Source: an optimization exercise on an open RTL-to-GDS flow (aim: small area). Production flows keep margins and buffers that such runs may drop. Only simulation tests tie the RTL to the original design; equivalence was not proved.

==> exp/lagoon: inputs <==
==> flow/design.v (excerpt) <==
module pipelined_cordic(
    input Clk, Rst,
    input signed [15:0] x_in, y_in,
    output signed [15:0] magnitude,
    output signed [15:0] angle
);
Settings: LEC_CHECK=0, CAP_MARGIN=20, CORE_MARGIN=2, CORE_UTILIZATION=70, PLACE_DENSITY=0.85, SLEW_MARGIN=20, SYNTH_HIERARCHICAL=1, SYNTH_MINIMUM_KEEP_SIZE=0; clock period 4.5 ns.
standard.sh (not shown) runs the stock make flow with config.mk's settings and CLKGATE_MAP_FILE= SYNTH_SCRIPT=/design/flow/synth_recipe.tcl, a recipe that flattens the netlist after the stock synthesis.
==> flow/flow/run.sh <==
#!/bin/bash
# Standard layout; the port buffers use the smallest buffer cell and the
# clock tree is built without dummy loads.
set -euo pipefail
export BUFFER_PORTS_ARGS="-buffer_cell sky130_fd_sc_hd__buf_1"
export CTS_ARGS="-sink_clustering_enable -repair_clock_nets -sink_clustering_size 10 -sink_clustering_max_diameter 50 -buf_list sky130_fd_sc_hd__clkbuf_4 -dont_use_dummy_load"
bash standard.sh > standard.log 2>&1
==> inputs of exp/harbor, as changes to exp/lagoon <==
--- a/flow/config.mk
+++ b/flow/config.mk
@@ -7,8 +7,8 @@
 export LEC_CHECK = 0
 export CAP_MARGIN = 20
 export CORE_MARGIN = 2
-export CORE_UTILIZATION = 70
-export PLACE_DENSITY = 0.85
+export CORE_UTILIZATION = 55
+export PLACE_DENSITY = 0.7
 export SLEW_MARGIN = 20
 export SYNTH_HIERARCHICAL = 1
 export SYNTH_MINIMUM_KEEP_SIZE = 0
==> inputs of exp/nickel, as changes to exp/lagoon <==
--- a/flow/config.mk
+++ b/flow/config.mk
@@ -7,8 +7,8 @@
 export LEC_CHECK = 0
 export CAP_MARGIN = 20
 export CORE_MARGIN = 2
-export CORE_UTILIZATION = 70
-export PLACE_DENSITY = 0.85
+export CORE_UTILIZATION = 65
+export PLACE_DENSITY = 0.8
 export SLEW_MARGIN = 20
 export SYNTH_HIERARCHICAL = 1
 export SYNTH_MINIMUM_KEEP_SIZE = 0
==> metrics.yaml <==
worstSetupStartpoint: "y5[11]"
wl_met1_um: 10700
fin_area_um2: 21200
crit_path_top_delay_cell: "fa_1"
worst_slack_ns: 0.159
die-area_um2: 32100
status: "complete, no violations"
grt_use_met3_pct: 3.22
[end of results for exp/nickel]
==> metrics.yaml <==
min_from: "x_in[14]"
drv_cap: 0
worstSetupStartpoint: "y3[13]"
worst_slack_ns: 0.0769
fin_area_um2: 21300
finalMaxSlewViolations: 0
crit_path_top_delay_cell: "fa_1"
status: "complete, no violations"
yosysTopAreaCellShare_pct: 51.8
die-area_um2: 29900
[end of results for exp/lagoon]
==> metrics.yaml <==
fin_area_um2: 21400
status: "complete, no violations"
grt_use_met3_pct: 3.49
worstSetupStartpoint: "y2[14]"
r2r_cells: 13
worst_slack_ns: 0.171
crit_path_top_delay_cell: "dfxtp_2"
[end of results for exp/harbor]


==> inputs of v10 <==
Another version of the RTL of pipelined_cordic (not shown whole).
// pipelined_cordic
module pipelined_cordic(
    input Clk, Rst,
    input signed [15:0] x_in, y_in,
    output signed [15:0] magnitude,
    output signed [15:0] angle
);
Settings: LEC_CHECK=0, CAP_MARGIN=20, CORE_MARGIN=2, CORE_UTILIZATION=40, CTS_BUF_LIST=sky130_fd_sc_hd__clkbuf_8, CTS_CLUSTER_DIAMETER=80, CTS_CLUSTER_SIZE=16, PLACE_DENSITY=0.6, SLEW_MARGIN=20, SYNTH_HIERARCHICAL=1, SYNTH_MINIMUM_KEEP_SIZE=0; clock period 4.5 ns.
==> flow/flow/run.sh <==
#!/bin/bash
# Standard layout; the port buffers use the smallest buffer cell and the
# clock tree is built without dummy loads.
set -euo pipefail
export BUFFER_PORTS_ARGS="-buffer_cell sky130_fd_sc_hd__buf_1"
export CTS_ARGS="-sink_clustering_enable -repair_clock_nets -sink_clustering_size 16 -sink_clustering_max_diameter 80 -buf_list sky130_fd_sc_hd__clkbuf_8 -dont_use_dummy_load"
bash standard.sh > standard.log 2>&1
==> v37 (differences from v10) <==
==> flow/run.sh (new file) <==
#!/bin/bash
# synth_recipe.tcl (not shown) runs the flow's synth.tcl, then flattens the netlist and writes it again
# the make line also repeats each setting of config.mk as NAME=value (left out here)
make -C /OpenROAD-flow-scripts/flow DESIGN_CONFIG=/design/flow/config.mk WORK_HOME=/design/flow/orfs CLKGATE_MAP_FILE= SYNTH_SCRIPT=/design/flow/synth_recipe.tcl finish
removed: flow/flow/run.sh
removed: flow/standard.sh
==> qor summary <==
metric                                                             v37             v10
Post-placement cell area                                    22,690 um2      22,280 um2
Status                                                  finished clean  finished clean
Signal buf overhead                                            0.03277         0.01608
Unrepaired setup endpoints after global routing                    yes              no
Peak clock frequency supported by timing                    0.2313 GHz      0.2302 GHz
Met2 Wirelength                                              15,790 um       15,910 um
Fin cells                                                        2,304           2,292
Launching element of the worst setup path                          s15         d15[10]
First-pass GRT wire length                                   51,760 um       51,070 um
Number of gates on the worst path with buffers counted              16              15
Period utilization                                              0.9606          0.9654
Worst min-delay path startpoint                                 d12[2]           d7[5]
Ratio of cells with drive above 1 in the final layout          0.05198         0.04925
Worst setup slack before clock tree synthesis                -14.81 ps       -54.71 ps
Post-Layout Inst Area                                       23,370 um2      22,880 um2
Number of nets in the layout                                     1,939           1,938
Total via count in the routed design                             9,982           9,883
Transition time at the pin with the least slew margin         749.4 ps        740.5 ps
Initial drt markers                                                270             224

[static timing again, ports no longer ideal]
The results above use ideal ports. As a check the final layouts listed here were re-extracted and re-timed, cells and wires unchanged. Step 1, drivers: a clkbuf_16 drives Clk and a buf_2 each remaining input, both assumed. Step 2 times the ports against the registers' clock, not the clock port: input delays grow and output delays shrink by t, the midpoint of the rising clock arrivals with the driver on. Three values: no drivers, after step 1, after step 2; two values: the first two.
run | t (ns) | slack for setup (ns) | slew at the worst register clock pin (ns) | worst slew at a driven data input, ns
exp/lagoon | 0.731 | 0.077 / 0.077 / 0.077 | 0.11 / 0.11 | 0.04
exp/harbor | 0.739 | 0.171 / 0.171 / 0.171 | 0.11 / 0.11 | 0.03
exp/nickel | 0.726 | 0.159 / 0.159 / 0.159 | 0.11 / 0.11 | 0.03
v10 | 0.626 | 0.156 / 0.156 / 0.156 | 0.10 / 0.10 | 0.03
v37 | 0.653 | 0.177 / 0.177 / 0.177 | 0.11 / 0.11 | 0.03
After both steps every run listed still meets setup and hold.
